What follows belongs to an exercise in optimizing a design on an open flow for small area, a short achievable clock period and few clock cycles; a production flow would make more cautious choices.
RTL that was checked went through simulation tests only; none was proved equivalent to the original.

==> flow/design.v (excerpt) <==
module NfiVe_MDU (
	input clk,
	input rst_n,
	input start,
	output done,
	input [2:0] op,
	input mul_div,
	input [31:0] op1, op2,
	output [31:0] result
);
==> flow/config.mk <==
export PLATFORM = sky130hd
export DESIGN_NAME = NfiVe_MDU
export DESIGN_NICKNAME = NfiVe_MDU
export VERILOG_FILES = /design/flow/design.v
export SDC_FILE = /design/flow/constraint.sdc
export NUM_CORES = 4
export LEC_CHECK = 0
export ABC_AREA = 1
export CAP_MARGIN = 20
export CORE_MARGIN = 2
export CORE_UTILIZATION = 45
export SLEW_MARGIN = 20
==> flow/constraint.sdc <==
create_clock -name core_clock -period 10.0 [get_ports {clk}]
set_input_delay 2.0000 -clock core_clock [delete_from_list [all_inputs] [get_ports {clk}]]
set_output_delay 2.0000 -clock core_clock [all_outputs]
set_load 0.01 [all_outputs]
standard.sh (not shown) runs the stock make flow with config.mk's settings and CLKGATE_MAP_FILE= SYNTH_SCRIPT=/design/flow/synth_recipe.tcl, a recipe that flattens the netlist after the stock synthesis.
==> flow/flow/run.sh <==
#!/bin/bash
set -euo pipefail
cd "$(dirname "$0")/.."
bash standard.sh $(cat flow/knobs.txt) finish > flow_standard.log 2>&1
==> flow/flow/knobs.txt <==
SETUP_SLACK_MARGIN=7.5 TNS_END_PERCENT=0
The starting point passed the timing, design-rule and antenna checks.
Testbench counts at the start, summed over its fixed seeds: cycles 22,552.
Next try:
==> flow/flow/knobs.txt (replaced) <==
SETUP_SLACK_MARGIN=7 TNS_END_PERCENT=0
--- a/flow/config.mk
+++ b/flow/config.mk
@@ -8 +7,0 @@
-export ABC_AREA = 1
@@ -11 +10 @@
-export CORE_UTILIZATION = 45
+export CORE_UTILIZATION = 52
Global-route usage went up by 1.7 points.
Wire length went down by roughly a tenth.
Hold slack is worse by 3.8 ps.
Utilization went up by 7.6 points.
Via count went down by roughly a tenth.
Synthesized area went down by a few percent.
Count of clock-buffer cells in the layout went up by 4.
Next try:
==> flow/flow/run.sh (replaced) <==
#!/bin/bash
set -euo pipefail
cd "$(dirname "$0")/.."
knobs=()
while IFS= read -r line; do
  [[ -n "$line" ]] && knobs+=("$line")
done < flow/knobs.txt
bash standard.sh "${knobs[@]}" finish > flow_standard.log 2>&1
==> flow/flow/knobs.txt (replaced) <==
SETUP_SLACK_MARGIN=6.5
TNS_END_PERCENT=0
BUFFER_PORTS_ARGS=-buffer_cell sky130_fd_sc_hd__buf_4
--- a/flow/config.mk
+++ b/flow/config.mk
@@ -7,0 +8 @@
+export ABC_AREA = 1
@@ -10 +11 @@
-export CORE_UTILIZATION = 52
+export CORE_UTILIZATION = 45
What happened: Die area goes up by 20%; flip-flop and latch count does not change; count of clock-buffer cells in the layout goes down by 1; final cell count goes up by 29%.
Next try:
==> flow/flow/knobs.txt (replaced) <==
SETUP_SLACK_MARGIN=6.5
TNS_END_PERCENT=100
=> Final area increases by 28%; setup slack degrades by 410 ps; hold slack degrades by 18 ps; via count increases by 16%; routed wire length grows by 29%; cell count grows by 6.8%; non-clock buffer count rises by 226; fmax drops by 9.2%; die area stays the same; global-route usage came out higher by 6.2 points.
Next try:
==> flow/flow/knobs.txt (replaced) <==
SETUP_SLACK_MARGIN=5.5
TNS_END_PERCENT=0
After rerunning: Count of clock-buffer cells in the layout fell by 1. Setup slack gets worse by 67 ps. Global-route usage is lower by 6.3 points. Utilization decreases by 20 points. Final area decreases by 28%. Wire length drops by 24%.
Next try:
==> flow/flow/run.sh (replaced) <==
#!/bin/bash
set -euo pipefail
cd "$(dirname "$0")/.."
MARGIN=$(cat flow/margin.txt)
bash standard.sh SETUP_SLACK_MARGIN=$MARGIN finish > flow_standard.log 2>&1
==> flow/flow/margin.txt (new file) <==
7
--- a/flow/config.mk
+++ b/flow/config.mk
@@ -8 +7,0 @@
-export ABC_AREA = 1
removed: flow/flow/knobs.txt
Outcome:
- The new run completed without violations
- final area rose by a quarter to a third
- synthesized area is lower by a few percent
- setup slack is worse by 310 ps
- utilization grows by 17 points
- wire length went up by a little under a tenth
- via count stays flat
- hold slack stays flat
- cell count shrinks by roughly a tenth
- maximum frequency shrinks by a few percent


## oak
NfiVe_MDU, a different RTL version from the one above (not shown whole).
Size in the first run: roughly 2600 cells after synthesis, ~140 flip-flops, ~100 I/O pins.
## NfiVe_MDU
module NfiVe_MDU (
	input clk,
	input rst_n,
	input start,
	output done,
	input [2:0] op,
	input mul_div,
	input [31:0] op1, op2,
	output [31:0] result
);
==> flow/config.mk <==
export PLATFORM = sky130hd
export DESIGN_NAME = NfiVe_MDU
export DESIGN_NICKNAME = NfiVe_MDU
export VERILOG_FILES = /design/flow/design.v
export SDC_FILE = /design/flow/constraint.sdc
export NUM_CORES = 4
export LEC_CHECK = 0
export CAP_MARGIN = 20
export CORE_MARGIN = 2
export CORE_UTILIZATION = 45
export SETUP_SLACK_MARGIN = 5
export SLEW_MARGIN = 20
==> flow/constraint.sdc <==
create_clock -name core_clock -period 10.0 [get_ports {clk}]
set_input_delay 2.0000 -clock core_clock [delete_from_list [all_inputs] [get_ports {clk}]]
set_output_delay 2.0000 -clock core_clock [all_outputs]
set_load 0.01 [all_outputs]
run.sh (not shown) runs the stock make flow with config.mk's settings and CLKGATE_MAP_FILE= SYNTH_SCRIPT=/design/flow/synth_recipe.tcl, a recipe that flattens the netlist after the stock synthesis.
Stock flow here: none of the scripts above is used.
Here is what was changed in the inputs of pine compared with oak.
Settings: SETUP_SLACK_MARGIN no longer set, was 5.
==> flow/flow/run.sh (new file) <==
#!/bin/bash
set -euo pipefail
cd "$(dirname "$0")/.."
bash standard.sh $(cat flow/knobs.txt) finish > flow_standard.log 2>&1
==> flow/flow/knobs.txt (new file) <==
SETUP_SLACK_MARGIN=6.5 TNS_END_PERCENT=0
==> flow/standard.sh (new file) <==
#!/bin/bash
# synth_recipe.tcl (not shown) runs the flow's synth.tcl, then flattens the netlist and writes it again
# the make line also repeats each setting of config.mk as NAME=value (left out here)
make -C /OpenROAD-flow-scripts/flow DESIGN_CONFIG=/design/flow/config.mk WORK_HOME=/design/flow/orfs CLKGATE_MAP_FILE= SYNTH_SCRIPT=/design/flow/synth_recipe.tcl "${@:-finish}"
removed: flow/run.sh
### Flow results
- pine: logic depth of the worst path, buffers included 3 below oak
- pine ended with more wire length than oak.
- pine vs. oak: number of buffer and inverter stages on the critical path went down 1, global-route usage +1.3 points.
- pine vs oak: critical-path maximum fanout down
No functional check of the RTL was part of any run of this note.


run E:
NfiVe_MDU, a different RTL version from the one above (not shown whole).
Size in the first run: about 2400 cells after synthesis, about 180 flip-flops, about 19000 um^2 of cells after synthesis.
clock: 10.0 ns
lec_check: 0
cap_margin: 20
core_margin: 2
core_utilization: 45
slew_margin: 20
standard.sh (not shown) runs the stock make flow with config.mk's settings and CLKGATE_MAP_FILE= SYNTH_SCRIPT=/design/flow/synth_recipe.tcl, a recipe that flattens the netlist after the stock synthesis.
==> flow/flow/run.sh <==
#!/bin/bash
set -euo pipefail
cd "$(dirname "$0")/.."
bash standard.sh $(cat flow/knobs.txt) finish > flow_standard.log 2>&1
==> flow/flow/knobs.txt <==
SETUP_SLACK_MARGIN=7.3 TNS_END_PERCENT=0
### run E -> run A
==> flow/flow/knobs.txt <==
SETUP_SLACK_MARGIN=6.8 TNS_END_PERCENT=0
Results
Every stage of the flow completed for run A, and the final layout passed the timing, design-rule and antenna checks.
Run A vs. run E: final area stayed essentially flat; post-synthesis share of cell area spent on full adders, half adders and majority gates about even; filler cell count in the final layout ~0 delta.
From run E to run A, sequential cell count did not move at all.
The post-synthesis share of cell area spent on and, or, nand and nor gates of run E and that of run A are within noise of each other.
Diff run E..run A | number of antenna repair diodes | unchanged
Function was not checked in any run of this note: the RTL went through the layout flow alone.


== exp/nickel ==
The RTL this note starts from:
==> flow/design.v <==
`timescale          1ns/1ps
`default_nettype    none
module NfiVe_MDU (
	input clk,
	input rst_n,
	input start,
	output done,
	input [2:0] op,
	input mul_div,
	input [31:0] op1, op2,
	output [31:0] result
);
	localparam S_IDLE = 3'd0, S_MUL = 3'd1, S_PRE = 3'd2, S_DIV = 3'd3,
	           S_CORR = 3'd4, S_FIN = 3'd5;
	reg [2:0]  state;
	reg        done_r;
	reg [2:0]  op_r;
	reg [4:0]  cnt;
	reg [32:0] M;       
	reg [31:0] B;       
	reg [33:0] acc;     
	reg        bprev;   
	reg        corr;    
	reg        inv;     
	reg        sa;      
	assign done = done_r;
	assign result = B;
	wire        sgn_div = ~op[0];
	wire        a_neg = sgn_div & op1[31];
	wire        b_neg = sgn_div & op2[31];
	wire [31:0] a_abs = a_neg ? (~op1 + 32'd1) : op1;
	wire [31:0] b_abs = b_neg ? (~op2 + 32'd1) : op2;
	wire       is_mul = (state == S_MUL);
	wire       is_div = (state == S_DIV);
	wire [2:0] bw0 = {B[1:0], bprev};
	wire [2:0] bw1 = B[3:1];
	wire one0 = is_mul ? (bw0[1] ^ bw0[0]) : 1'b1;
	wire two0 = is_mul & ((bw0[2] & ~bw0[1] & ~bw0[0]) | (~bw0[2] & bw0[1] & bw0[0]));
	wire neg0 = is_mul ? bw0[2] : is_div;
	wire one1 = is_mul & (bw1[1] ^ bw1[0]);
	wire two1 = is_mul & ((bw1[2] & ~bw1[1] & ~bw1[0]) | (~bw1[2] & bw1[1] & bw1[0]));
	wire neg1 = is_mul & bw1[2];
	wire [34:0] m35 = {{2{M[32]}}, M};
	wire [34:0] m2  = {M[32], M, 1'b0};
	wire [34:0] pp0 = ({35{one0}} & m35 | {35{two0}} & m2) ^ {35{neg0}};
	wire [34:0] pp1 = ({35{one1}} & m35 | {35{two1}} & m2) ^ {35{neg1}};
	wire [36:0] r0 = {{3{acc[33]}}, acc};
	wire [36:0] r1 = {{2{pp0[34]}}, pp0};
	wire [36:0] r2 = {pp1, neg1, neg1};
	wire [36:0] cs_s = r0 ^ r1 ^ r2;
	wire [36:0] cs_c = (r0 & r1) | (r0 & r2) | (r1 & r2);
	wire [36:0] sum = cs_s + {cs_c[35:0], neg1} + {36'd0, neg0};
	wire [5:0] za, zb;
	lzc32 u_lza (.x(acc[31:0]), .z(za));
	lzc32 u_lzb (.x(M[31:0]), .z(zb));
	wire [6:0] sdiff = {1'b0, zb} - {1'b0, za};
	wire       b_zero = zb[5];
	wire       s_neg = sdiff[6];
	wire [31:0] m_al = M[31:0] << sdiff[4:0];
	wire ge = ~sum[36];
	wire [31:0] r_new = ge ? sum[31:0] : acc[31:0];
	wire        rem = op_r[1];
	always @(posedge clk or negedge rst_n) begin
		if (~rst_n) begin
			state <= S_IDLE;
			done_r <= 1'b0;
		end else begin
			case (state)
			S_IDLE: begin
				done_r <= 1'b0;
				if (start) state <= mul_div ? S_MUL : S_PRE;
			end
			S_MUL: begin
				if (cnt == 5'd0) begin
					state <= corr ? S_CORR : S_IDLE;
					done_r <= corr;
				end else
					done_r <= (cnt == 5'd1) & ~corr;
			end
			S_CORR: begin
				state <= S_IDLE;
				done_r <= 1'b0;
			end
			S_PRE: begin
				if (b_zero | s_neg) begin
					state <= S_FIN;
					done_r <= 1'b1;
				end else begin
					state <= S_DIV;
					done_r <= (sdiff[4:0] == 5'd0) & ~(rem ? sa : (sa ^ inv));
				end
			end
			S_DIV: begin
				if (cnt == 5'd0) begin
					state <= inv ? S_FIN : S_IDLE;
					done_r <= inv;
				end else
					done_r <= (cnt == 5'd1) & ~inv;
			end
			default: begin  
				state <= S_IDLE;
				done_r <= 1'b0;
			end
			endcase
		end
	end
	always @(posedge clk) begin
		case (state)
		S_IDLE: if (start) begin
			op_r <= op;
			bprev <= 1'b0;
			if (mul_div) begin
				M <= {op[1:0] != 2'b11 & op1[31], op1};
				B <= op2;
				acc <= 34'd0;
				cnt <= 5'd7;
				corr <= op[1] & op2[31];
			end else begin
				M <= {1'b0, b_abs};
				acc <= {2'b00, a_abs};
				sa <= a_neg;
				inv <= b_neg;    
			end
		end
		S_MUL: begin
			acc <= {sum[36], sum[36:4]};
			bprev <= B[3];
			if (cnt == 5'd0 && op_r[1:0] != 2'b00 && !corr)
				B <= sum[35:4];
			else
				B <= {sum[3:0], B[31:4]};
			cnt <= cnt - 5'd1;
		end
		S_CORR: B <= sum[31:0];
		S_PRE: begin
			if (b_zero) begin
				B <= rem ? acc[31:0] : 32'hffffffff;
				inv <= rem & sa;
			end else if (s_neg) begin
				B <= rem ? acc[31:0] : 32'd0;
				inv <= rem & sa;
			end else begin
				B <= 32'd0;
				M <= {1'b0, m_al};
				cnt <= sdiff[4:0];
				inv <= rem ? sa : (sa ^ inv);
			end
		end
		S_DIV: begin
			acc <= {2'b00, r_new};
			M <= {1'b0, M[32:1]};
			cnt <= cnt - 5'd1;
			if (cnt == 5'd0 && rem)
				B <= r_new;
			else
				B <= {B[30:0], ge};
		end
		S_FIN: if (inv) B <= ~B + 32'd1;
		default: ;
		endcase
	end
endmodule
module lzc32 (
	input  [31:0] x,
	output [5:0]  z
);
	wire [7:0] v;
	wire [15:0] g;   
	genvar i;
	generate
		for (i = 0; i < 8; i = i + 1) begin : grp
			wire [3:0] n = x[4*i+3:4*i];
			assign v[i] = |n;
			assign g[2*i+1:2*i] = n[3] ? 2'd0 : n[2] ? 2'd1 : n[1] ? 2'd2 : 2'd3;
		end
	endgenerate
	wire [3:0] v8;
	wire [11:0] g8;
	generate
		for (i = 0; i < 4; i = i + 1) begin : p8
			assign v8[i] = v[2*i+1] | v[2*i];
			assign g8[3*i+2:3*i] = v[2*i+1] ? {1'b0, g[4*i+3:4*i+2]} : {1'b1, g[4*i+1:4*i]};
		end
	endgenerate
	wire [1:0] v16;
	wire [7:0] g16;
	generate
		for (i = 0; i < 2; i = i + 1) begin : p16
			assign v16[i] = v8[2*i+1] | v8[2*i];
			assign g16[4*i+3:4*i] = v8[2*i+1] ? {1'b0, g8[6*i+5:6*i+3]} : {1'b1, g8[6*i+2:6*i]};
		end
	endgenerate
	assign z = v16[1] ? {2'b00, g16[7:4]} :
	           v16[0] ? {2'b01, g16[3:0]} : 6'd32;
endmodule
make LEC_CHECK=0 ABC_CLOCK_PERIOD_IN_PS=3000 CAP_MARGIN=20 CORE_MARGIN=2 CORE_UTILIZATION=45 SETUP_SLACK_MARGIN=5 SLEW_MARGIN=20 finish   # period 10.0 ns
run.sh (not shown) runs the stock make flow with config.mk's settings and CLKGATE_MAP_FILE= SYNTH_SCRIPT=/design/flow/synth_recipe.tcl, a recipe that flattens the netlist after the stock synthesis.
Stock flow here: none of the scripts above is used.
exp/nickel completed every stage of the flow, and the final layout passed the timing, design-rule and antenna checks.
Modified inputs, exp/zinc compared to exp/nickel
--- a/flow/config.mk
+++ b/flow/config.mk
@@ -7,3 +7,2 @@
 export LEC_CHECK = 0
-export ABC_CLOCK_PERIOD_IN_PS = 3000
 export CAP_MARGIN = 20
[summary]
- The final layout from exp/zinc, which completed every stage, passed the timing, design-rule and antenna checks at the end of the flow.
- Global router's overall resource usage: exp/zinc vs exp/nickel identical
- Height of the chip came out exactly the same in exp/nickel and exp/zinc.
- exp/zinc vs. exp/nickel: estimated wirelength of the detail-placed design stayed essentially flat, total wire length after detailed routing stayed essentially flat.
- Comparing exp/nickel against exp/zinc, there is no change at all in count of nets after finishing.
Function was not checked in any run of this note: the RTL went through the layout flow alone.


NfiVe_MDU with an RTL version that a note above also has.
For scale: about 2800 cells after synthesis, roughly 130 flip-flops, ~100 I/O pins, about 17000 µm² of cells after synthesis.
Design NfiVe_MDU, start of the top module:
module NfiVe_MDU (
	input clk,
	input rst_n,
	input start,
	output done,
	input [2:0] op,
	input mul_div,
	input [31:0] op1, op2,
	output [31:0] result
);
	reg st_mul, st_pre, st_div, st_corr, st_fin;
	wire st_idle = ~(st_mul | st_pre | st_div | st_corr | st_fin);
	reg        done_r;
	reg        rem;     
	reg        mulhi;   
	reg        dv;      
	reg [4:0]  cnt;
	reg [32:0] M;       
	reg [31:0] B;       
	reg [33:0] acc;     
	reg        corr;    
	reg        inv;     
	reg        sa;      
	reg        finw;    
	reg        one0, two0, neg0, one1, two1, neg1;   
	reg        r0z, r0i;                             
	assign done = done_r;
	assign result = B;
	wire        sgn_div = ~op[0];
	wire        a_neg = sgn_div & op1[31];
	wire        b_neg = sgn_div & op2[31];
	wire [31:0] a_abs = a_neg ? (~op1 + 32'd1) : op1;
	wire [31:0] b_abs = b_neg ? (~op2 + 32'd1) : op2;
	wire        msx = M[32] & ~dv;
	wire [34:0] m35 = {msx, msx, M};
	wire [34:0] m2  = {msx, M, 1'b0};
	wire [34:0] pp0 = ({35{one0}} & m35 | {35{two0}} & m2) ^ {35{neg0}};
	wire [34:0] pp1 = ({35{one1}} & m35 | {35{two1}} & m2) ^ {35{neg1}};
	wire [36:0] r0 = ({{3{acc[33]}}, acc} & {37{~r0z}}) ^ {37{r0i}};
	wire [36:0] r1 = {{2{pp0[34]}}, pp0};
	wire [36:0] r2 = {pp1, neg1, neg1 | r0i};
	wire [36:0] cs_s = r0 ^ r1 ^ r2;
	wire [36:0] cs_c = (r0 & r1) | (r0 & r2) | (r1 & r2);
	wire [37:0] sum_x = {cs_s, 1'b1} + {cs_c[35:0], neg1, neg0};
	wire [36:0] sum = sum_x[37:1];
	wire        sneg = sum[36];
	wire [2:0] nb0 = st_idle ? {op2[1:0], 1'b0} : B[5:3];
	wire [2:0] nb1 = st_idle ? op2[3:1] : B[7:5];
	wire [5:0] za, zb;
	lzc32 u_lza (.x(acc[31:0]), .z(za));
	lzc32 u_lzb (.x(M[31:0]), .z(zb));
	wire [6:0] sdiff = {1'b0, zb} - {1'b0, za};
	wire       b_zero = zb[5];
	wire       s_neg = sdiff[6];
	wire       quick = b_zero | s_neg;
	wire [31:0] m_al = M[31:0] << sdiff[4:0];
	wire       inv_n = rem ? sa : (sa ^ inv);
	wire mul_last = st_mul & (cnt == 5'd0);
	wire div_last = st_div & (cnt == 5'd0);
  ...
Settings: LEC_CHECK=0, ABC_AREA=1, CAP_MARGIN=20, CORE_MARGIN=2, CORE_UTILIZATION=45, SLEW_MARGIN=20; clock period 10.0 ns.
standard.sh (not shown) runs the stock make flow with config.mk's settings and CLKGATE_MAP_FILE= SYNTH_SCRIPT=/design/flow/synth_recipe.tcl, a recipe that flattens the netlist after the stock synthesis.
==> flow/flow/run.sh <==
#!/bin/bash
set -euo pipefail
cd "$(dirname "$0")/.."
knobs=()
while IFS= read -r line; do
  [[ -n "$line" ]] && knobs+=("$line")
done < flow/knobs.txt
bash standard.sh "${knobs[@]}" finish > flow_standard.log 2>&1
==> flow/flow/knobs.txt <==
SETUP_SLACK_MARGIN=6.5
TNS_END_PERCENT=0
BUFFER_PORTS_ARGS=-buffer_cell sky130_fd_sc_hd__buf_1
Testbench counts at the start, summed over its fixed seeds: cycles 22,552.
Edit:
==> flow/flow/knobs.txt (replaced) <==
SETUP_SLACK_MARGIN=6.5
TNS_END_PERCENT=0
- CORE_UTILIZATION: 45 -> 55
After rerunning: The new run went through all stages and came out clean. Synthesized cell count is unchanged. Critical path depth went down by 2. Cell area came out higher by 2.6%. Wire length is about the same. Synthesized area is unchanged. Via count rose by 7.7%. Register-to-register slack is worse by 0.24 ns. Non-clock buffer count went up by 37.
Edit:
==> flow/flow/knobs.txt (replaced) <==
SETUP_SLACK_MARGIN=6.5
TNS_END_PERCENT=0
BUFFER_PORTS_ARGS=-buffer_cell sky130_fd_sc_hd__buf_2
- CORE_UTILIZATION: 55 -> 45
=> The changed run completed with no timing, DRC or antenna violations; via count fell by 6.8%; hold slack gains 0.025 ns; synthesized cell count is unchanged.
Edit:
==> flow/flow/knobs.txt (replaced) <==
SETUP_SLACK_MARGIN=6.5
TNS_END_PERCENT=0
BUFFER_PORTS_ARGS=-buffer_cell sky130_fd_sc_hd__buf_1
- CAP_MARGIN: 20 -> 10
- CTS_BUF_LIST: default -> sky130_fd_sc_hd__clkbuf_8
- SLEW_MARGIN: 20 -> 10
What happened:
- setup slack is better by 0.031 ns
- synthesized area is unchanged
- non-clock buffer count grows by 12
- core utilization is higher by 0.79 points
- clock-buffer cell count decreases by 1
- design area goes up by 1.5%
- die area is unchanged
Edit:
==> flow/flow/run.sh (replaced) <==
#!/bin/bash
set -euo pipefail
cd "$(dirname "$0")/.."
bash standard.sh $(cat flow/knobs.txt) finish > flow_standard.log 2>&1
==> flow/flow/knobs.txt (replaced) <==
SETUP_SLACK_MARGIN=6.5 TNS_END_PERCENT=0
- ABC_AREA: 1 -> default
- CAP_MARGIN: 10 -> 20
- CTS_BUF_LIST: sky130_fd_sc_hd__clkbuf_8 -> default
- SLEW_MARGIN: 10 -> 20
The changed run completed with no timing, DRC or antenna violations; critical path depth went down by 7; maximum frequency went down by roughly a tenth; non-clock buffer count went down by 16; die area went down by a few percent; worst setup slack loses 0.60 ns; routed wire length went down by roughly a tenth; cell count went down by about a fifth.

## re-timing with driven ports
In the flow no input, the clock included, has a driving cell. The finished layouts below were timed again as built, in two steps.
Step 1 (the two cells are an assumption about what drives the block):
set clk [get_ports {clk}]
set_driving_cell -lib_cell sky130_fd_sc_hd__clkbuf_16 $clk
set_driving_cell -lib_cell sky130_fd_sc_hd__buf_2 [delete_from_list [all_inputs] $clk]
Step 2 moves the port delays by t, midway between the first and last clock arrival at a register: inputs arrive t later, outputs are due t later. That takes back most of the time a late clock gives input paths.
Three values: no drivers, after step 1, after step 2; two values: the first two.
| run | t, ns | setup WS [ns] | worst setup path at the end | slew at the worst register clock pin (ns) | pins driven straight from the clock port |
|---|---|---|---|---|---|
| the first run of note 1 | 0.506 | 5.979 / 5.983 / 5.505 | input to register | 0.08 / 0.08 | 1 |
| the second run of note 1 | 0.490 | 5.549 / 5.549 / 5.105 | input to register | 0.08 / 0.08 | 1 |
| the third run of note 1 | 0.509 | 5.991 / 5.991 / 5.650 | input to register | 0.07 / 0.07 | 1 |
| the fourth run of note 1 | 0.520 | 5.584 / 5.584 / 5.450 | input to register | 0.07 / 0.07 | 1 |
| the fifth run of note 1 | 0.530 | 5.517 / 5.517 / 5.047 | input to register | 0.07 / 0.07 | 1 |
| the sixth run of note 1 | 0.498 | 5.212 / 5.212 / 4.893 | input to register | 0.08 / 0.08 | 1 |
| oak | 0.510 | 5.020 / 5.037 / 4.539 | input to register | 0.08 / 0.08 | 1 |
| pine | 0.530 | 5.677 / 5.709 / 5.180 | input to register | 0.08 / 0.08 | 1 |
| run E | 0.556 | 5.914 / 5.912 / 5.356 | input to register | 0.08 / 0.08 | 1 |
| run A | 0.556 | 5.914 / 5.912 / 5.356 | input to register | 0.08 / 0.08 | 1 |
| exp/nickel | 0.504 | 4.964 / 4.964 / 4.598 | input to register | 0.07 / 0.07 | 1 |
| exp/zinc | 0.504 | 4.964 / 4.964 / 4.598 | input to register | 0.07 / 0.07 | 1 |
| the first run of note 5 | 0.517 | 6.040 / 6.040 / 5.653 | input to register | 0.07 / 0.07 | 1 |
| the second run of note 5 | 0.502 | 5.795 / 5.795 / 5.405 | input to register | 0.08 / 0.08 | 1 |
| the third run of note 5 | 0.522 | 5.982 / 5.982 / 5.525 | input to register | 0.07 / 0.07 | 1 |
| the fourth run of note 5 | 0.569 | 6.014 / 6.014 / 5.683 | input to register | 0.10 / 0.10 | 1 |
| the fifth run of note 5 | 0.483 | 5.417 / 5.417 / 4.963 | input to register | 0.07 / 0.07 | 1 |
After both steps every run listed still meets setup and hold.
